From an optimization exercise on the open Yosys and OpenROAD flow, aimed at small area; shortcuts taken in it are not production practice. Where RTL was checked, it was by simulation tests only, not by an equivalence proof against the original. The RTL of runs 1 to 3 was laid out without a check of its function. Power is estimated from default activity; no workload was simulated. The flow treats the clock pin as an ideal source, which a real chip does not have.

$ cat design.v
`timescale 1ns / 1ps
module sliding_window #(
    parameter int DATA_WIDTH = 8,
    parameter int IMG_WIDTH  = 28,
    parameter int DEPTH      = 2*IMG_WIDTH
)(
    input  logic                              clk,
    input  logic                              rst_n,
    input  logic                              i_valid,
    input  logic [DATA_WIDTH-1:0]             i_data,     
    output logic                              o_ready,    
    output logic [DEPTH-1:0][DATA_WIDTH-1:0]  o_nhist    
);
    logic [DEPTH-1:0][DATA_WIDTH-1:0] hist;
    logic [4:0] x_cnt;       
    logic       row1, row2;  
    always_ff @(posedge clk) begin
        if (i_valid)
            hist <= {hist[DEPTH-2:0], i_data};
    end
    wire x_last = x_cnt[4] & x_cnt[3] & x_cnt[1] & x_cnt[0];    
    always_ff @(posedge clk or negedge rst_n) begin
        if (!rst_n) begin
            x_cnt <= '0;
            row1  <= 1'b0;
            row2  <= 1'b0;
        end else if (i_valid) begin
            if (x_last) begin
                x_cnt <= '0;
                row1  <= 1'b1;
                row2  <= row1;
            end else begin
                x_cnt <= x_cnt + 5'd1;
            end
        end
    end
    assign o_ready = row2 & (x_cnt[4] | x_cnt[3] | x_cnt[2] | x_cnt[1]);
    assign o_nhist = hist;
endmodule
`timescale 1ns / 1ps
module conv_mac #(
    parameter int DATA_WIDTH = 8,
    parameter int IMG_WIDTH  = 28,
    parameter int DEPTH      = 2*IMG_WIDTH
)(
    input  logic                              clk,
    input  logic                              rst_n,
    input  logic                              i_beat,    
    input  logic                              i_valid,   
    input  logic [DATA_WIDTH-1:0]             i_px,      
    input  logic [DEPTH-1:0][DATA_WIDTH-1:0]  i_hist,    
    output logic                              o_valid,
    output logic [11:0]                       o_result
);
    localparam int W = IMG_WIDTH;
    logic [7:0] p56, m0, m2, cp;
    assign p56 = i_hist[2*W-1];      
    assign m0  = i_hist[W-1];        
    assign m2  = i_hist[W+1];        
    assign cp  = ~i_hist[W];         
    logic [8:0] t0;
    wire [7:0] r;
    conv_ha u_t0_0 (.a(i_px[0]), .b(p56[0]), .s(t0[0]), .co(r[0]));
    conv_fa u_t0_1 (.a(i_px[1]), .b(p56[1]), .c(r[0]), .s(t0[1]), .co(r[1]));
    conv_fa u_t0_2 (.a(i_px[2]), .b(p56[2]), .c(r[1]), .s(t0[2]), .co(r[2]));
    conv_fa u_t0_3 (.a(i_px[3]), .b(p56[3]), .c(r[2]), .s(t0[3]), .co(r[3]));
    conv_fa u_t0_4 (.a(i_px[4]), .b(p56[4]), .c(r[3]), .s(t0[4]), .co(r[4]));
    conv_fa u_t0_5 (.a(i_px[5]), .b(p56[5]), .c(r[4]), .s(t0[5]), .co(r[5]));
    conv_fa u_t0_6 (.a(i_px[6]), .b(p56[6]), .c(r[5]), .s(t0[6]), .co(r[6]));
    conv_fa u_t0_7 (.a(i_px[7]), .b(p56[7]), .c(r[6]), .s(t0[7]), .co(r[7]));
    assign t0[8] = r[7];
    logic [8:0] t1, t2;
    always_ff @(posedge clk)
        if (i_beat) begin
            t1 <= t0;
            t2 <= t1;
        end
    wire c_1, c_2;
    conv_fa u_fa0 (.a(t1[0]), .b(t2[0]), .c(m0[0]), .s(c_1), .co(c_2));
    wire c_3, c_4;
    conv_fa u_fa1 (.a(m2[0]), .b(t0[0]), .c(c_1), .s(c_3), .co(c_4));
    wire c_5, c_6;
    conv_fa u_fa2 (.a(t1[1]), .b(t2[1]), .c(m0[1]), .s(c_5), .co(c_6));
    wire c_7, c_8;
    conv_fa u_fa3 (.a(m2[1]), .b(t0[1]), .c(c_2), .s(c_7), .co(c_8));
    wire c_9, c_10;
    conv_fa u_fa4 (.a(c_4), .b(c_5), .c(c_7), .s(c_9), .co(c_10));
    wire c_11, c_12;
    conv_fa u_fa5 (.a(t1[2]), .b(t2[2]), .c(m0[2]), .s(c_11), .co(c_12));
    wire c_13, c_14;
    conv_fa u_fa6 (.a(m2[2]), .b(t0[2]), .c(c_6), .s(c_13), .co(c_14));
    wire c_15, c_16;
    conv_fa u_fa7 (.a(c_8), .b(c_10), .c(c_11), .s(c_15), .co(c_16));
    wire c_17, c_18;
    conv_fa u_fa8 (.a(t1[3]), .b(t2[3]), .c(m0[3]), .s(c_17), .co(c_18));
    wire c_19 = m2[3] ^ 1'b1 ^ cp[0];
    wire c_20 = (m2[3] & 1'b1) | (m2[3] & cp[0]) | (1'b1 & cp[0]);
    wire c_21, c_22;
    conv_fa u_fa9 (.a(t0[3]), .b(c_12), .c(c_14), .s(c_21), .co(c_22));
    wire c_23, c_24;
    conv_fa u_fa10 (.a(c_16), .b(c_17), .c(c_19), .s(c_23), .co(c_24));
    wire c_25, c_26;
    conv_fa u_fa11 (.a(t1[4]), .b(t2[4]), .c(m0[4]), .s(c_25), .co(c_26));
    wire c_27, c_28;
    conv_fa u_fa12 (.a(m2[4]), .b(cp[1]), .c(t0[4]), .s(c_27), .co(c_28));
    wire c_29, c_30;
    conv_fa u_fa13 (.a(c_18), .b(c_20), .c(c_22), .s(c_29), .co(c_30));
    wire c_31, c_32;
    conv_fa u_fa14 (.a(c_24), .b(c_25), .c(c_27), .s(c_31), .co(c_32));
    wire c_33, c_34;
    conv_fa u_fa15 (.a(t1[5]), .b(t2[5]), .c(m0[5]), .s(c_33), .co(c_34));
    wire c_35, c_36;
    conv_fa u_fa16 (.a(m2[5]), .b(cp[2]), .c(t0[5]), .s(c_35), .co(c_36));
    wire c_37, c_38;
    conv_fa u_fa17 (.a(c_26), .b(c_28), .c(c_30), .s(c_37), .co(c_38));
    wire c_39, c_40;
    conv_fa u_fa18 (.a(c_32), .b(c_33), .c(c_35), .s(c_39), .co(c_40));
    wire c_41, c_42;
    conv_fa u_fa19 (.a(t1[6]), .b(t2[6]), .c(m0[6]), .s(c_41), .co(c_42));
    wire c_43, c_44;
    conv_fa u_fa20 (.a(m2[6]), .b(cp[3]), .c(t0[6]), .s(c_43), .co(c_44));
    wire c_45, c_46;
    conv_fa u_fa21 (.a(c_34), .b(c_36), .c(c_38), .s(c_45), .co(c_46));
    wire c_47, c_48;
    conv_fa u_fa22 (.a(c_40), .b(c_41), .c(c_43), .s(c_47), .co(c_48));
    wire c_49, c_50;
    conv_fa u_fa23 (.a(t1[7]), .b(t2[7]), .c(m0[7]), .s(c_49), .co(c_50));
    wire c_51, c_52;
    conv_fa u_fa24 (.a(m2[7]), .b(cp[4]), .c(t0[7]), .s(c_51), .co(c_52));
    wire c_53, c_54;
    conv_fa u_fa25 (.a(c_42), .b(c_44), .c(c_46), .s(c_53), .co(c_54));
    wire c_55, c_56;
    conv_fa u_fa26 (.a(c_48), .b(c_49), .c(c_51), .s(c_55), .co(c_56));
    wire c_57, c_58;
    conv_fa u_fa27 (.a(t1[8]), .b(t2[8]), .c(cp[5]), .s(c_57), .co(c_58));
    wire c_59, c_60;
    conv_fa u_fa28 (.a(t0[8]), .b(c_50), .c(c_52), .s(c_59), .co(c_60));
    wire c_61, c_62;
    conv_fa u_fa29 (.a(c_54), .b(c_56), .c(c_57), .s(c_61), .co(c_62));
    wire c_63, c_64;
    conv_fa u_fa30 (.a(cp[6]), .b(c_58), .c(c_60), .s(c_63), .co(c_64));
    logic [7:0] lo_sum;
    logic lo_carry;
    assign lo_sum[0] = c_3;
    assign lo_sum[1] = c_9;
    wire lc_2;
    conv_ha u_ha0 (.a(c_13), .b(c_15), .s(lo_sum[2]), .co(lc_2));
    wire lc_3;
    conv_fa u_fa31 (.a(c_21), .b(c_23), .c(lc_2), .s(lo_sum[3]), .co(lc_3));
    wire lc_4;
    conv_fa u_fa32 (.a(c_29), .b(c_31), .c(lc_3), .s(lo_sum[4]), .co(lc_4));
    wire lc_5;
    conv_fa u_fa33 (.a(c_37), .b(c_39), .c(lc_4), .s(lo_sum[5]), .co(lc_5));
    wire lc_6;
    conv_fa u_fa34 (.a(c_45), .b(c_47), .c(lc_5), .s(lo_sum[6]), .co(lc_6));
    wire lc_7;
    conv_fa u_fa35 (.a(c_53), .b(c_55), .c(lc_6), .s(lo_sum[7]), .co(lc_7));
    assign lo_carry = lc_7;
    logic [7:0] lo_r;
    logic [3:0] ha_r, hb_r;
    logic hc_in;
    always_ff @(posedge clk) begin
        lo_r  <= lo_sum;
        hc_in <= lo_carry;
        ha_r  <= {1'b1, cp[7], c_62, c_59};
        hb_r  <= {1'b0, c_64, c_63, c_61};
    end
    logic [3:0] hi_sum;
    wire hc_0;
    conv_fa u_fa36 (.a(ha_r[0]), .b(hb_r[0]), .c(hc_in), .s(hi_sum[0]), .co(hc_0));
    wire hc_1;
    conv_fa u_fa37 (.a(ha_r[1]), .b(hb_r[1]), .c(hc_0), .s(hi_sum[1]), .co(hc_1));
    wire hc_2;
    conv_fa u_fa38 (.a(ha_r[2]), .b(hb_r[2]), .c(hc_1), .s(hi_sum[2]), .co(hc_2));
    assign hi_sum[3] = ha_r[3] ^ hb_r[3] ^ hc_2;
    assign o_result = {hi_sum, lo_r};
    always_ff @(posedge clk or negedge rst_n)
        if (!rst_n) o_valid <= 1'b0;
        else        o_valid <= i_valid;
endmodule
module conv_fa (
    input  logic a, b, c,
    output logic s, co
);
    assign s  = a ^ b ^ c;
    assign co = (a & b) | (a & c) | (b & c);
endmodule
module conv_ha (
    input  logic a, b,
    output logic s, co
);
    assign s  = a ^ b;
    assign co = a & b;
endmodule
`timescale 1ns / 1ps
module cnn_top #(
    parameter int DATA_WIDTH = 8,
    parameter int OUT_WIDTH  = 32,
    parameter int IMG_WIDTH  = 28
)(
    input  logic                   clk,
    input  logic                   rst_n,
    input  logic [DATA_WIDTH-1:0]  s_axis_tdata,
    input  logic                   s_axis_tvalid,
    output logic                   s_axis_tready,
    output logic [OUT_WIDTH-1:0]   m_axis_tdata,
    output logic                   m_axis_tvalid,
    input  logic                   m_axis_tready,
    output logic                   m_axis_tlast
);
    localparam int DEPTH = 2*IMG_WIDTH;
    logic                              win_ready;
    logic [DEPTH-1:0][DATA_WIDTH-1:0]  nhist;    
    logic [DATA_WIDTH-1:0]             npx;      
    logic [11:0]                       result;
    assign npx = ~s_axis_tdata;
    assign s_axis_tready = 1'b1;
    assign m_axis_tlast  = 1'b0;
    sliding_window #(
        .DATA_WIDTH(DATA_WIDTH),
        .IMG_WIDTH(IMG_WIDTH),
        .DEPTH(DEPTH)
    ) u_sliding_window (
        .clk(clk),
        .rst_n(rst_n),
        .i_valid(s_axis_tvalid),
        .i_data(npx),
        .o_ready(win_ready),
        .o_nhist(nhist)
    );
    conv_mac #(
        .DATA_WIDTH(DATA_WIDTH),
        .IMG_WIDTH(IMG_WIDTH),
        .DEPTH(DEPTH)
    ) u_conv_mac (
        .clk(clk),
        .rst_n(rst_n),
        .i_beat(s_axis_tvalid),
        .i_valid(s_axis_tvalid & win_ready),
        .i_px(npx),
        .i_hist(nhist),
        .o_valid(m_axis_tvalid),
        .o_result(result)
    );
    assign m_axis_tdata = {{(OUT_WIDTH-12){result[11]}}, result};
endmodule
$ cat flow/run.sh
#!/bin/bash
# Standard layout (standard.sh: the ORFS flow, synthesis unchanged), with
# clock tree synthesis told not to add dummy loads and to use a small buffer
# at the root of the clock tree, and the smallest buffer on
# the ports.
set -euo pipefail
export CTS_ARGS="-sink_clustering_enable -repair_clock_nets -buf_list sky130_fd_sc_hd__clkbuf_16 -sink_clustering_size 36 -sink_clustering_max_diameter 80 -dont_use_dummy_load -root_buf sky130_fd_sc_hd__clkbuf_4"
export BUFFER_PORTS_ARGS="-buffer_cell sky130_fd_sc_hd__buf_1"
bash standard.sh > standard.log 2>&1
$ cat standard.sh
#!/bin/bash
# synth_recipe.tcl (not shown) runs the flow's synth.tcl, then flattens the netlist and writes it again
# the make line also repeats each setting of config.mk as NAME=value (left out here)
make -C /OpenROAD-flow-scripts/flow DESIGN_CONFIG=/design/flow/config.mk WORK_HOME=/design/flow/orfs CLKGATE_MAP_FILE= SYNTH_SCRIPT=/design/flow/synth_recipe.tcl "${@:-finish}"
$ cat config.mk
export PLATFORM = sky130hd
export DESIGN_NAME = cnn_top
export DESIGN_NICKNAME = cnn_top
export VERILOG_FILES = /design/flow/design.v
export SDC_FILE = /design/flow/constraint.sdc
export NUM_CORES = 4
export LEC_CHECK = 0
export CAP_MARGIN = 20
export CORE_MARGIN = 2
export CORE_UTILIZATION = 70
export CTS_BUF_LIST = sky130_fd_sc_hd__clkbuf_16
export CTS_CLUSTER_DIAMETER = 80
export CTS_CLUSTER_SIZE = 36
export SLEW_MARGIN = 20
export SYNTH_HIERARCHICAL = 1
export SYNTH_MINIMUM_KEEP_SIZE = 0
$ cat constraint.sdc
create_clock -name core_clock -period 5.5 [get_ports {clk}]
set_input_delay 1.1000 -clock core_clock [delete_from_list [all_inputs] [get_ports {clk}]]
set_output_delay 1.1000 -clock core_clock [all_outputs]
set_load 0.01 [all_outputs]
==> impl_metrics.toml, run 1 <==
[worst_setup_path]
startpoint_type = "primary input"
cpPeakStageDelay_ns = 0.57
crit_fanout = 2
critPathArrivalTime_ns = 5.74
end_kind = "flip-flop"
cp_slowest_cell = "fa_1"
crit_type = "in -> reg"
crit_buf_inv = 3
worstPathCellList = "buf_1, buf_4, inv_12, ha_4, fa_2, fa_2, fa_2, fa_2, fa_2, fa_2, fa_1, fa_1, fa_1, fa_1"
path_delay_family = "adder cells"
required_ns = 6.14
cp_common_cell = "fa_2"

[cells_and_area]
register_area_sq_um = 14500
multi_input_area_sq_um = 1160
fin_cells = 932
final_util_pct = 74.6
layout.nets = 710
drive_gt1_share_pct = 7.43
syn_to_final_growth_pct = 5.66
nFillCells = 1203

[place]
post-place-cells = 914
gp_congestion = 0.676
dp_hpwl_um = 9720
io_buffers = 43

[routing]
routed_wl_um = 17800
wire_per_inst_um = 19.1
drc_errors = 0
vias = 5147
ant_nets = 0
drtPass1Iterations = 4
viasPerCell = 5.52
drt_first_iter_violations = 445

[logic_synthesis]
synth_seq_cells = 489
synth.distinct_cells = 20
avgSynthCellArea_sq_um = 26.4
ys_warn_count = 8
synth_top_area_share_pct = 88.3
synth_area_leaders = "edfxtp_1 (88%), fa_1 (5.8%), dfxtp_1 (1.9%)"
yosysSeqAreaShare_pct = 91.5
synth_area_sq_um = 15800
synth_top_cell_by_area = "edfxtp_1"
synth_cells = 599
syn_nets = 661

[floorplanning]
die-area_sq_um = 23900
ioPinCount = 47
die_width_um = 154
coreArea_sq_um = 22400
start_util_pct = 70.6
die_h_um = 154
rows = 55

[power_and_ir_drop]
peakVddDrop_mv = 0.271
p_leak_nw = 5.60
power.density_nw_per_um2 = 394

[timing]
period_minus_slack_ns = 5.10
grt_setup_unrepaired = "no"
tightest_slew_ns = 1.01
period_share_pct = 92.7
finalHoldViolCount = 0
setup_violations = 0
slew_viol_final = 0
skew_ns = 0.0897
max-slew-margin-rel_pct = 32.8
fmax_ghz = 0.196

[clock_tree]
cts.sinks = 489
htreeDepth = 1
ctsHoldBuffers = 0
clkTransAtPathRegs_ns = 0.12
worstSkewPairLatency_ns = 0.75
cts_setup_buffers = 0
cts_resized = 0
cts_tree = "done"
cts_buffers = 17
root_buffer = "clkbuf_4"
clockBufferDepth = 3

[global_route]
track_usage_pct = 15.1
grt_pass1_vias = 4992
grt_overflow_total = 0
antenna_found_initial = 2
grt_max_degree = 81
grt_pass1_wl_um = 27500

[flow_run]
drv_cap = 0

[status]
status = "complete, no violations"

[min_path]
hp-class = "in -> async"
## per-module statistics from Yosys (local to each module, per instance), a selection
module	times used	flops+latches	cells inside
conv_fa	46	0	1
conv_ha	2	0	1
cnn_top	1	0	33
## state kept, by name, indices dropped and copies added, names as in the netlist
name / flops
u_sliding_window.x_cnt: 5
u_conv_mac.lo_r: 8
u_sliding_window.row1: 1
u_conv_mac.hb_r: 3
u_conv_mac.hc_in: 1
u_conv_mac.ha_r: 3
u_sliding_window.hist: 448
u_conv_mac.t2: 9
u_sliding_window.row2: 1
u_conv_mac.o_valid: 1
u_conv_mac.t1: 9
## Yosys cell counts
| master | instances |
|---|---|
| dfxtp_1 | 15 |
| xor2_1 | 3 |
| nand4_1 | 1 |
| ha_1 | 4 |
| buf_4 | 22 |
| conb_1 | 2 |
| a21oi_1 | 2 |
| mux2_2 | 1 |
| inv_1 | 19 |
| o41a_1 | 1 |
| nor2_1 | 2 |
| edfxtp_1 | 466 |
| o21a_1 | 1 |
| and3_4 | 2 |
| or2_2 | 1 |
| and2_1 | 1 |
| nand2_1 | 1 |
| mux2_4 | 1 |
| fa_1 | 46 |
| dfrtp_1 | 8 |
## where the power goes
part	leakage, nW	internal [W]	total [W]	switching [W]
combinational	0.625	0.000283	0.000692	0.000409
clock	0.186	0.000481	0.00139	0.000911
sequential	4.79	0.00440	0.00452	0.000120
total	5.60	0.00516	0.00660	0.00144
## cells in the final DEF, fill, tap and decap left out
cell and count:
inv_12 1, a21oi_1 2, fa_1 32, mux2_2 1
xor2_1 3, o21a_1 1, dfrtp_1 8, mux2_4 1
clkbuf_4 4, inv_1 18, nand4_1 1, buf_1 42
and3_4 2, buf_12 3, diode_2 1, dfxtp_1 15
conb_1 2, edfxtp_1 466, or2_2 1, clkbuf_16 14
o41a_1 1, ha_1 3, and2_1 1, nor2_1 2
nand2_1 1, fa_2 14, buf_4 6, ha_4 1
## logic make-up (layout without fill, tap and decap cells)
logic type	Yosys count	after routing	share of synthesized area, %
fa+ha+maj	50	50	6.13
other cells	2	3	0.0474
mux	2	2	0.166
flops	489	489	91.5
simple gates	8	8	0.332
buf+inv	41	88	1.49
xor+xnor	3	3	0.166
compound gates	4	4	0.182
## final cells by class
class,instances,share of cell area (%)
Multi-Input combinational cell,69,6.93
Antenna cell,1,0.0149
Inverter,19,0.501
Tap cell,285,2.13
Sequential cell,489,86.6
Clock buffer,17,2.23
Timing Repair Buffer,52,1.61
## metrics by stage
stage	hold slack (ns)	TNS, ns	total power, W	setup slack (ns)	area, sq um
3_5_place_dp	0.405	-1.80	0.00532	-0.433	16400
3_3_place_gp	0.402	-1.58	0.00527	-0.387	16400
6_report	0.274	0	0.00660	0.401	16700
5_1_grt	0.278	0	0.00690	0.247	16700
4_1_cts	0.248	0	0.00670	0.402	16700
2_1_floorplan	0.397	-0.0200	0.00507	-0.0200	15900
## layer usage
metal / wire length [um] / part of all wire [%] / global-route usage, %
met4: 352 / 2.0 / 3.40
met2: 7820 / 44 / 21.8
met1: 9010 / 51 / 25.5
met5: 0 / 0 / 0
met3: 611 / 3.4 / 2.24
## path summary, 6_finish.rpt
check,cells after the start,start,slack [ns],end
setup / recovery,14,s_axis_tdata[0],0.40,u_conv_mac.lo_r[7]
hold / removal,1,rst_n,0.27,u_sliding_window.x_cnt[1]
hold reg to reg,0,u_sliding_window.hist[122],0.37,u_sliding_window.hist[130]
setup reg to reg,11,u_sliding_window.hist[440],0.59,u_conv_mac.lo_r[7]
max in group asynchronous,1,rst_n,4.93,u_conv_mac.o_valid
min in group core_clock,0,u_sliding_window.hist[122],0.37,u_sliding_window.hist[130]
==> run 2: changes to the inputs <==
==> flow/run.sh (replaced) <==
#!/bin/bash
# Standard layout (standard.sh: the ORFS flow, synthesis unchanged), with
# clock tree synthesis told not to add dummy loads and to use a small buffer
# at the root of the clock tree, and the smallest buffer on
# the ports.
set -euo pipefail
export CTS_ARGS="-sink_clustering_enable -repair_clock_nets -buf_list sky130_fd_sc_hd__clkbuf_16 -sink_clustering_size 36 -sink_clustering_max_diameter 70 -dont_use_dummy_load -root_buf sky130_fd_sc_hd__clkbuf_4"
export BUFFER_PORTS_ARGS="-buffer_cell sky130_fd_sc_hd__buf_1"
bash standard.sh > standard.log 2>&1
--- a/config.mk
+++ b/config.mk
@@ -9,7 +9,7 @@
 export CORE_MARGIN = 2
 export CORE_UTILIZATION = 70
 export CTS_BUF_LIST = sky130_fd_sc_hd__clkbuf_16
-export CTS_CLUSTER_DIAMETER = 80
+export CTS_CLUSTER_DIAMETER = 70
 export CTS_CLUSTER_SIZE = 36
 export SLEW_MARGIN = 20
 export SYNTH_HIERARCHICAL = 1
==> run 2 against run 1 <==
  * Still clean on timing, DRC and antenna
  * Non-clock buffer count did not move
  * Clock skew rose by 0.049 ns
  * Hold slack got worse by 0.035 ns
  * Sequential power barely moved
  * Area after synthesis did not move
  * Utilization rose by 0.22 points
  * First-iteration DRC count fell by 11%
  * Maximum frequency fell by 0.28%
  * Routed wire length rose by 0.13%
  * Largest power group unchanged
==> impl_metrics.toml, run 2 <==
[status]
status = "complete, no violations"

[logic_synthesis]
ys_warn_count = 8
syn_nets = 661
synth_cells = 599
synth_area_sq_um = 15800
async_flop_share_pct = 1.64
synth_seq_cells = 489
synth_top_cell_by_area = "edfxtp_1"
synth_area_leaders = "edfxtp_1 (88%), fa_1 (5.8%), dfxtp_1 (1.9%)"
synth_flop_cell = "edfxtp_1"
avgSynthCellArea_sq_um = 26.4
yosysSeqAreaShare_pct = 91.5
synth-edff-count = 466
synth.distinct_cells = 20
yosysMostFrequentCell = "edfxtp_1"
synth_common_cells = "edfxtp_1 (466), fa_1 (46), buf_4 (22)"
synth_top_area_share_pct = 88.3

[floorplanning]
die_h_um = 154
rows = 55
start_util_pct = 70.6
die-area_sq_um = 23900
coreArea_sq_um = 22400
ioPinCount = 47
die_width_um = 154

[routing]
routed_wl_um = 17800
drt_first_iter_violations = 395
wire_per_inst_um = 19.1
ant_nets = 0
vias = 5157
drtPass1Iterations = 4
drc_errors = 0
viasPerCell = 5.52

[timing]
tightest_slew_ns = 0.998
fmax_ghz = 0.196
grt_setup_unrepaired = "no"
period_share_pct = 93.0
skew_ns = 0.139
finalHoldViolCount = 0
max-slew-margin-rel_pct = 33.5
slew_viol_final = 0
period_minus_slack_ns = 5.11
layout_setup_ws_ns = 0.386
setup_violations = 0

[clock_tree]
root_buffer = "clkbuf_4"
cts_buffers = 19
clockBufferDepth = 3
ctsHoldBuffers = 0
cts_tree = "done"
clkTransAtPathRegs_ns = 0.11
cts_setup_buffers = 0
cts.sinks = 489
cts_resized = 0
htreeDepth = 1
worstSkewPairLatency_ns = 0.78

[worst_setup_path]
reg2reg_setup_slack_ns = 0.57
required_ns = 6.16
crit_fanout = 2
reg2regPathDepth = 11
r2r_end = "u_conv_mac.lo_r[7]"
worstSetupStartpoint = "s_axis_tdata[0]"
timing.rr.start = "u_sliding_window.hist[440]"
crit_type = "in -> reg"
end_kind = "flip-flop"
crit_end = "u_conv_mac.lo_r[7]"
critPathArrivalTime_ns = 5.77
startpoint_type = "primary input"

[cells_and_area]
most-common-layout-cells = "edfxtp_1 (466), buf_1 (42), fa_1 (32)"
layout.nets = 712
syn_to_final_growth_pct = 5.98
design_area_sq_um = 16800
top_register = "u_sliding_window.hist"
reg_top3 = "u_sliding_window.hist (448), u_conv_mac.t1 (9), u_conv_mac.t2 (9)"
drive_gt1_share_pct = 7.72
final_common_cell = "edfxtp_1"
largest_reg_flops = 448
final_util_pct = 74.8
fin_cells = 934

[place]
place_worst_setup_slack_ns = -0.433
gp_congestion = 0.676
io_buffers = 43
post-place-cells = 914
dp_hpwl_um = 9720
dpl-instance-area_sq_um = 16400

[global_route]
antenna_found_initial = 2
grt_max_degree = 81
grt_overflow_total = 0
grt_pass1_vias = 4996
track_usage_pct = 15.1
grt_pass1_wl_um = 27500

[power_and_ir_drop]
p_leak_nw = 5.62
finalPower_w = 0.00668
power.density_nw_per_um2 = 398
peakVddDrop_mv = 0.277

[flow_run]
drv_cap = 0

[min_path]
hp-class = "in -> async"
==> run 2: cell count changes in the layout (fill, tap and decap cells not counted), sizes merged <==
| cell | previous run | this run |
|---|---|---|
| clkbuf | 18 | 20 |
==> run 2: power breakdown <==
group          leakage (nW)  switching [W]  total (W)  internal, W
Combinational         0.625       0.000413   0.000698     0.000285
Sequential             4.79       0.000120    0.00452      0.00440
Clock                 0.211       0.000924    0.00146     0.000541
Total                  5.62        0.00146    0.00668      0.00522
==> run 2: worst min path at each step <==
stage,to,slack [ns],depth (start not counted)
after floorplan,u_conv_mac.ha_r[2],0.40,1
after global placement,u_sliding_window.hist[332],0.40,0
after detailed placement,u_sliding_window.hist[132],0.40,0
after CTS,u_sliding_window.x_cnt[1],0.21,1
after global routing,u_sliding_window.x_cnt[1],0.24,1
final,u_sliding_window.x_cnt[1],0.24,1
==> run 2: layout make-up <==
cell class                 count  area, sq um
antenna                        1         2.50
clock buffer                  19          423
fill                        1203         5640
inverter                      19         83.8
multi-input combinational     69         1160
sequential                   489        14500
tap                          285          357
timing repair buffer          52          270
==> run 2: Yosys stat by module, one instance, submodules excluded, excerpt <==
| module | cells inside | cell area [sq um] |
|---|---|---|
| conv_ha | 1 | 12.5 |
| cnn_top | 33 | 209 |
| conv_fa | 1 | 20.0 |
==> run 2: layer usage <==
metal / track usage (%) / vias up / wire length, um
met4: 3.88 / 0 / 365
met3: 2.19 / 20 / 543
li1: - / 2346 / -
met1: 25.6 / 2723 / 9090
met5: 0 / - / 0
met2: 21.8 / 68 / 7820
==> run 2: cells by family after synthesis <==
| group | Yosys count | share of synthesized area, % |
|---|---|---|
| adders and majority gates | 50 | 6.13 |
| DFF | 489 | 91.5 |
| AOI/OAI and AO/OA | 4 | 0.182 |
| other | 2 | 0.0474 |
| buffers and inverters | 41 | 1.49 |
| xor gates and xnor gates | 3 | 0.166 |
| muxes | 2 | 0.166 |
| and+or+nand+nor | 8 | 0.332 |
==> run 2: worst max-delay path, cell delays in order <==
cell and delay, ns:
buf_1 0.07, buf_4 0.14, inv_12 0.03, ha_4 0.15, fa_2 0.36, fa_2 0.38
fa_2 0.37, fa_2 0.38, fa_2 0.38, fa_2 0.38, fa_1 0.57, fa_1 0.47
fa_1 0.57, fa_1 0.41
==> run 2: through the flow <==
stage | hold slack [ns] | setup TNS (ns)
2_1_floorplan | 0.397 | -0.0200
3_3_place_gp | 0.402 | -1.58
3_5_place_dp | 0.405 | -1.80
4_1_cts | 0.214 | 0
5_1_grt | 0.243 | 0
6_report | 0.240 | 0
==> run 3: changes to the inputs <==
==> flow/run.sh (replaced) <==
#!/bin/bash
# Standard layout (standard.sh: the ORFS flow, synthesis unchanged), with
# clock tree synthesis told not to add dummy loads and to use a small buffer
# at the root of the clock tree, and the smallest buffer on
# the ports.
set -euo pipefail
export CTS_ARGS="-sink_clustering_enable -repair_clock_nets -buf_list sky130_fd_sc_hd__clkbuf_16 -sink_clustering_size 36 -sink_clustering_max_diameter 100 -dont_use_dummy_load -root_buf sky130_fd_sc_hd__clkbuf_4"
export BUFFER_PORTS_ARGS="-buffer_cell sky130_fd_sc_hd__buf_1"
bash standard.sh > standard.log 2>&1
--- a/config.mk
+++ b/config.mk
@@ -9,7 +9,7 @@
 export CORE_MARGIN = 2
 export CORE_UTILIZATION = 70
 export CTS_BUF_LIST = sky130_fd_sc_hd__clkbuf_16
-export CTS_CLUSTER_DIAMETER = 70
+export CTS_CLUSTER_DIAMETER = 100
 export CTS_CLUSTER_SIZE = 36
 export SLEW_MARGIN = 20
 export SYNTH_HIERARCHICAL = 1
==> run 3 against run 2 <==
  * Cell count decreased by 0.21%
  * Critical path type unchanged
  * Sequential power about the same
  * Register-to-register slack about the same
  * Utilization decreased by 0.22 points
  * Highest routed layer unchanged
==> impl_metrics.toml, run 3 <==
[status]
status = "complete, no violations"

[floorplanning]
coreArea_sq_um = 22400
die_h_um = 154
die-area_sq_um = 23900
start_util_pct = 70.6
ioPinCount = 47
rows = 55
die_width_um = 154

[logic_synthesis]
synth-edff-count = 466
synth_area_leaders = "edfxtp_1 (88%), fa_1 (5.8%), dfxtp_1 (1.9%)"
syn_nets = 661
yosysSeqAreaShare_pct = 91.5
synth_top_area_share_pct = 88.3
synth_common_cells = "edfxtp_1 (466), fa_1 (46), buf_4 (22)"
synth_cells = 599
synth_area_sq_um = 15800
ys_warn_count = 8
synth_top_cell_by_area = "edfxtp_1"
synth.distinct_cells = 20
synth_flop_cell = "edfxtp_1"
synth_seq_cells = 489
async_flop_share_pct = 1.64
avgSynthCellArea_sq_um = 26.4
yosysMostFrequentCell = "edfxtp_1"

[timing]
period_share_pct = 93.0
setup_violations = 0
grt_setup_unrepaired = "no"
holdWs_ns = 0.292
skew_ns = 0.0857
fin_setup_tns_ns = 0
fmax_ghz = 0.196
period_minus_slack_ns = 5.11
finalHoldViolCount = 0
max-slew-margin-rel_pct = 33.0
slew_viol_final = 0
tightest_slew_ns = 1.00

[clock_tree]
root_buffer = "clkbuf_4"
ctsHoldBuffers = 0
htreeDepth = 1
cts_buffers = 17
cts_resized = 0
clockBufferDepth = 3
cts_tree = "done"
worstSkewPairLatency_ns = 0.74
cts.sinks = 489
cts_setup_buffers = 0
clkTransAtPathRegs_ns = 0.12

[power_and_ir_drop]
peakVddDrop_mv = 0.265
finalPower_w = 0.00660
switching_power_w = 0.00144
internal_power_w = 0.00516
clock_power_share_pct = 21.0
power_frac_seq_pct = 68.5
pwr-share-comb_pct = 10.5
power.density_nw_per_um2 = 394
switching_share_pct = 21.8
p_leak_nw = 5.60

[min_path]
hp-class = "in -> async"

[cells_and_area]
final_util_pct = 74.6
most-common-layout-cells = "edfxtp_1 (466), buf_1 (42), fa_1 (32)"
reg_top3 = "u_sliding_window.hist (448), u_conv_mac.t1 (9), u_conv_mac.t2 (9)"
largest_reg_flops = 448
top_register = "u_sliding_window.hist"
nFillCells = 1202
multi_input_area_sq_um = 1160
drive_gt1_share_pct = 7.43
layout.nets = 710
syn_to_final_growth_pct = 5.66
register_area_sq_um = 14500
final_common_cell = "edfxtp_1"

[global_route]
antenna_found_initial = 2
grt_max_degree = 81
grt_overflow_total = 0
grt_pass1_wl_um = 27400
track_usage_pct = 15.1
grt_pass1_vias = 4982

[worst_setup_path]
required_ns = 6.13
critPathArrivalTime_ns = 5.75
crit_fanout = 2
startpoint_type = "primary input"
crit_type = "in -> reg"
path_delay_family = "adder cells"
worstPathCellList = "buf_1, buf_4, inv_12, ha_4, fa_2, fa_2, fa_2, fa_2, fa_2, fa_2, fa_1, fa_1, fa_1, fa_1"
cp_common_cell = "fa_2"
end_kind = "flip-flop"
crit_buf_inv = 3
cp_slowest_cell = "fa_1"
cpPeakStageDelay_ns = 0.57

[routing]
wire_per_inst_um = 19.1
drtPass1Iterations = 4
viasPerCell = 5.54
ant_nets = 0
vias = 5160
drt_first_iter_violations = 431
routed_wl_um = 17800
drc_errors = 0

[place]
gp_congestion = 0.676
io_buffers = 43
dp_hpwl_um = 9720

[flow_run]
drv_cap = 0
==> run 3: cell counts after synthesis <==
Identical to the previous run, type by type.
==> run 3: cell type report <==
| type | instances | area share (%) |
|---|---|---|
| timing repair buffer | 52 | 1.61 |
| tap | 285 | 2.13 |
| inverter | 19 | 0.501 |
| clock buffer | 17 | 2.23 |
| sequential | 489 | 86.6 |
| antenna | 1 | 0.0149 |
| multi-input combinational | 69 | 6.93 |
==> run 3: path summary, 6_finish.rpt <==
check | startpoint | end | slack (ns) | cells past startpoint
hold reg to reg | u_sliding_window.hist[122] | u_sliding_window.hist[130] | 0.37 | 0
min in group core_clock | u_sliding_window.hist[122] | u_sliding_window.hist[130] | 0.37 | 0
setup / recovery | s_axis_tdata[0] | u_conv_mac.lo_r[7] | 0.39 | 14
max in group asynchronous | rst_n | u_sliding_window.row2 | 4.91 | 1
hold / removal | rst_n | u_sliding_window.x_cnt[3] | 0.29 | 1
setup reg to reg | u_sliding_window.hist[440] | u_conv_mac.lo_r[7] | 0.58 | 11
==> run 3: metrics by stage <==
step | cells | worst slack [ns] | instance area, sq um
2_1_floorplan | 599 | -0.0200 | 15900
6_report | 932 | 0.386 | 16700
5_1_grt | 932 | 0.251 | 16700
3_5_place_dp | 914 | -0.433 | 16400
4_1_cts | 931 | 0.401 | 16700
3_3_place_gp | 914 | -0.387 | 16400
==> run 3: logic make-up (layout without fill, tap and decap cells) <==
kind of cell,Yosys count,count (layout),synth area share (%)
adders and majority gates,50,50,6.13
other,2,3,0.0474
and+or+nand+nor,8,8,0.332
buffers and inverters,41,88,1.49
muxes,2,2,0.166
AOI/OAI and AO/OA,4,4,0.182
xor gates and xnor gates,3,3,0.166
DFF,489,489,91.5
==> run 3: metal layers <==
| layer | track usage (%) | up-vias | wire (um) |
|---|---|---|---|
| met2 | 21.8 | 71 | 7840 |
| met5 | 0 | - | 0 |
| li1 | - | 2339 | - |
| met4 | 3.35 | 0 | 352 |
| met3 | 2.33 | 21 | 763 |
| met1 | 25.5 | 2729 | 8820 |
==> run 3: Yosys stat by module (local to each module, per instance), a selection <==
module	area [sq um]	times used	flip-flops and latches	cells
conv_ha	12.5	2	0	1
cnn_top	209	1	0	33
conv_fa	20.0	46	0	1
==> run 3: power groups by stage <==
stage / Combinational [W] / Sequential (W) / Clock, W
after floorplan: 0.000505 / 0.00457 / 0
after global placement: 0.000686 / 0.00459 / 0
after detailed placement: 0.000722 / 0.00460 / 0
after CTS: 0.000728 / 0.00452 / 0.00145
after global routing: 0.000806 / 0.00455 / 0.00155
final: 0.000695 / 0.00452 / 0.00139
==> run 4: changes to the inputs <==
--- a/design.v
+++ b/design.v
@@ -7,7 +7,7 @@
     input  logic                              clk,
     input  logic                              rst_n,
     input  logic                              i_valid,
-    input  logic [DATA_WIDTH-1:0]             i_data,     
+    input  logic [DATA_WIDTH-1:0]             i_data,
     output logic                              o_ready,    
     output logic [DEPTH-1:0][DATA_WIDTH-1:0]  o_nhist    
 );
@@ -16,7 +16,7 @@
     logic       row1, row2;  
     always_ff @(posedge clk) begin
         if (i_valid)
-            hist <= {hist[DEPTH-2:0], i_data};
+            hist <= {hist[DEPTH-2:0], ~i_data};
     end
     wire x_last = x_cnt[4] & x_cnt[3] & x_cnt[1] & x_cnt[0];    
     always_ff @(posedge clk or negedge rst_n) begin
@@ -211,9 +211,7 @@
     localparam int DEPTH = 2*IMG_WIDTH;
     logic                              win_ready;
     logic [DEPTH-1:0][DATA_WIDTH-1:0]  nhist;    
-    logic [DATA_WIDTH-1:0]             npx;      
     logic [11:0]                       result;
-    assign npx = ~s_axis_tdata;
     assign s_axis_tready = 1'b1;
     assign m_axis_tlast  = 1'b0;
     sliding_window #(
@@ -224,7 +222,7 @@
         .clk(clk),
         .rst_n(rst_n),
         .i_valid(s_axis_tvalid),
-        .i_data(npx),
+        .i_data(s_axis_tdata),
         .o_ready(win_ready),
         .o_nhist(nhist)
     );
@@ -237,7 +235,7 @@
         .rst_n(rst_n),
         .i_beat(s_axis_tvalid),
         .i_valid(s_axis_tvalid & win_ready),
-        .i_px(npx),
+        .i_px(~s_axis_tdata),
         .i_hist(nhist),
         .o_valid(m_axis_tvalid),
         .o_result(result)
==> flow/run.sh (replaced) <==
#!/bin/bash
# Standard layout (standard.sh: the ORFS flow, synthesis unchanged), with
# clock tree synthesis told not to add dummy loads and to use a small buffer
# at the root of the clock tree, and the smallest buffer on
# the ports.
set -euo pipefail
export CTS_ARGS="-sink_clustering_enable -repair_clock_nets -buf_list sky130_fd_sc_hd__clkbuf_16 -sink_clustering_size 36 -sink_clustering_max_diameter 80 -dont_use_dummy_load -root_buf sky130_fd_sc_hd__clkbuf_4"
export BUFFER_PORTS_ARGS="-buffer_cell sky130_fd_sc_hd__buf_1"
bash standard.sh > standard.log 2>&1
--- a/config.mk
+++ b/config.mk
@@ -9,7 +9,7 @@
 export CORE_MARGIN = 2
 export CORE_UTILIZATION = 70
 export CTS_BUF_LIST = sky130_fd_sc_hd__clkbuf_16
-export CTS_CLUSTER_DIAMETER = 100
+export CTS_CLUSTER_DIAMETER = 80
 export CTS_CLUSTER_SIZE = 36
 export SLEW_MARGIN = 20
 export SYNTH_HIERARCHICAL = 1
==> run 4 against run 3 <==
  * Hold slack improved by 0.0051 ns
  * Clock-buffer cell count did not move
  * Synthesized cell count grew 1.3%
  * Sequential power hardly changed
  * Register-to-register slack got worse by 0.04 ns
  * Largest cell class unchanged
  * Worst setup slack improved by 0.019 ns
==> impl_metrics.toml, run 4 <==
[worst_setup_path]
worstPathCellList = "buf_1, inv_1, ha_1, fa_2, fa_2, fa_2, fa_2, fa_2, fa_1, fa_2, fa_2, fa_1, fa_1"
critPathArrivalTime_ns = 5.68
cp_common_cell = "fa_2"
crit_buf_inv = 2
end_kind = "flip-flop"
crit_fanout = 2
startpoint_type = "primary input"
timing.rr.start = "u_sliding_window.hist[440]"
worstSetupStartpoint = "s_axis_tdata[0]"
cp_slowest_cell = "fa_2"
crit_type = "in -> reg"
required_ns = 6.08
path_delay_family = "adder cells"
cpPeakStageDelay_ns = 0.57

[logic_synthesis]
synth_area_sq_um = 15900
synth_seq_cells = 489
synth_top_cell_by_area = "edfxtp_1"
syn_nets = 669
avgSynthCellArea_sq_um = 26.1
synth-edff-count = 466
synth_area_leaders = "edfxtp_1 (88%), fa_1 (5.8%), dfxtp_1 (1.9%)"
yosysSeqAreaShare_pct = 91.3
synth_top_area_share_pct = 88.2
synth_cells = 607
ys_warn_count = 8
yosysMostFrequentCell = "edfxtp_1"
synth.distinct_cells = 20
synth_common_cells = "edfxtp_1 (466), fa_1 (46), inv_1 (27)"
synth_flop_cell = "edfxtp_1"
async_flop_share_pct = 1.64

[status]
status = "complete, no violations"

[clock_tree]
cts_resized = 0
clockBufferDepth = 3
htreeDepth = 1
ctsHoldBuffers = 0
cts_setup_buffers = 0
cts_tree = "done"
cts.sinks = 489
clkTransAtPathRegs_ns = 0.11
cts_buffers = 17
worstSkewPairLatency_ns = 0.71
root_buffer = "clkbuf_4"

[power_and_ir_drop]
clock_power_share_pct = 21.0
power.density_nw_per_um2 = 393
switching_power_w = 0.00143
switching_share_pct = 21.7
internal_power_w = 0.00515
peakVddDrop_mv = 0.279
p_leak_nw = 5.62
power_frac_seq_pct = 68.7
finalPower_w = 0.00658
pwr-share-comb_pct = 10.4

[global_route]
grt_overflow_total = 0
antenna_found_initial = 1
track_usage_pct = 15.0
grt_max_degree = 147
grt_pass1_vias = 4961
grt_pass1_wl_um = 27400

[floorplanning]
die_width_um = 155
rows = 55
coreArea_sq_um = 22400
start_util_pct = 70.8
die-area_sq_um = 23900
die_h_um = 155
ioPinCount = 47

[timing]
tightest_slew_ns = 0.836
skew_ns = 0.0292
layout_setup_ws_ns = 0.405
period_share_pct = 92.6
holdWs_ns = 0.297
setup_violations = 0
finalHoldViolCount = 0
grt_setup_unrepaired = "no"
max-slew-margin-rel_pct = 44.3
period_minus_slack_ns = 5.09
fmax_ghz = 0.196
slew_viol_final = 0
fin_setup_tns_ns = 0

[cells_and_area]
drive_gt1_share_pct = 6.45
final_common_cell = "edfxtp_1"
syn_to_final_growth_pct = 5.34
nFillCells = 1235
largest_reg_flops = 448
final_util_pct = 74.5
layout.nets = 715
top_register = "u_sliding_window.hist"
reg_top3 = "u_sliding_window.hist (448), u_conv_mac.t1 (9), u_conv_mac.t2 (9)"
most-common-layout-cells = "edfxtp_1 (466), buf_1 (42), fa_1 (33)"

[place]
dp_hpwl_um = 9280
io_buffers = 43
gp_congestion = 0.692
place_worst_setup_slack_ns = -0.336

[routing]
vias = 5129
drc_errors = 0
wire_per_inst_um = 18.6
drt_first_iter_violations = 379
ant_nets = 0
viasPerCell = 5.47
routed_wl_um = 17400
drtPass1Iterations = 4

[flow_run]
drv_cap = 0

[min_path]
hp-class = "in -> async"
run 4: changes by cell type after synthesis, sizes merged:
cell / delta
inv: +8
run 4: cells by family (layout without fill, tap and decap cells):
logic type,after synthesis,in the layout,share of synthesized area (%)
compound gates,4,4,0.181
xor+xnor,3,3,0.166
fa+ha+maj,50,50,6.12
buf+inv,49,93,1.68
flops,489,489,91.3
mux,2,2,0.166
other cells,2,3,0.0473
simple gates,8,8,0.331
run 4: stage by stage:
step                area, sq um  cells
finish                    16700    937
global route              16700    937
CTS                       16700    936
detailed placement        16300    919
global placement          16300    919
floorplan                 15900    607
run 4: worst paths after layout:
path	cells after the start	slack, ns	end
max in group asynchronous	1	4.91	u_sliding_window.x_cnt[3]
max	13	0.41	u_conv_mac.lo_r[7]
min reg2reg	0	0.41	u_sliding_window.hist[114]
max reg2reg	11	0.54	u_conv_mac.lo_r[7]
min in group core_clock	0	0.41	u_sliding_window.hist[114]
min	1	0.30	u_conv_mac.o_valid
run 4: layout make-up:
type / count / area, sq um / share of cell area (%)
diodes: 1 / 2.50 / 0.0150
clock buffers: 17 / 373 / 2.23
inverters: 27 / 101 / 0.606
flip-flops and latches: 489 / 14500 / 86.7
multi-input cells: 69 / 1140 / 6.85
repair buffers: 49 / 248 / 1.48
well taps: 285 / 357 / 2.13
run 4: per-module statistics from Yosys, one instance, submodules excluded, a selection:
module   cells inside  flip-flops and latches
conv_fa             1                       0
conv_ha             1                       0
cnn_top            33                       0
run 4: layer usage:
layer,vias up,global-route usage (%),share of wire (%)
li1,2353,-,-
met1,2706,25.6,51
met2,52,21.1,44
met3,18,2.44,3.2
met4,0,3.84,1.5
met5,-,0,0
run 4: power groups by stage:
stage	registers, W	logic, W	clock network (W)
after global placement	0.00459	0.000678	0
after detailed placement	0.00460	0.000709	0
after CTS	0.00452	0.000711	0.00145
final	0.00451	0.000683	0.00138
after global routing	0.00455	0.000796	0.00156
after floorplan	0.00457	0.000500	0

port drivers added, routing unchanged:
The results above use ideal ports. As a check the final layouts listed here were re-extracted and re-timed, cells and wires unchanged.
Step 1 (the two cells are an assumption about what drives the block):
set clk [get_ports {clk}]
set_driving_cell -lib_cell sky130_fd_sc_hd__clkbuf_16 $clk
set_driving_cell -lib_cell sky130_fd_sc_hd__buf_2 [delete_from_list [all_inputs] $clk]
Step 2 also shifts input and output timing later by t, the mid clock arrival at the registers, as if the neighbouring blocks saw the same clock.
Three values: ideal, step 1, step 2; two values: the first two.
run | shift t [ns] | setup slack, ns | worst setup path after step 2 | pins driven straight from the clock port
run 1 | 0.748 | 0.401 / 0.418 / -0.330 | input to register | 1
run 2 | 0.752 | 0.386 / 0.403 / -0.348 | input to register | 1
run 3 | 0.742 | 0.386 / 0.404 / -0.338 | input to register | 1
run 4 | 0.740 | 0.405 / 0.408 / -0.332 | input to register | 1
Met with ideal ports but missed after step 2: setup timing in every run listed. The setup slack of run 4, which loses most, moves by +0.003 ns with the drivers and by -0.737 ns with both steps.
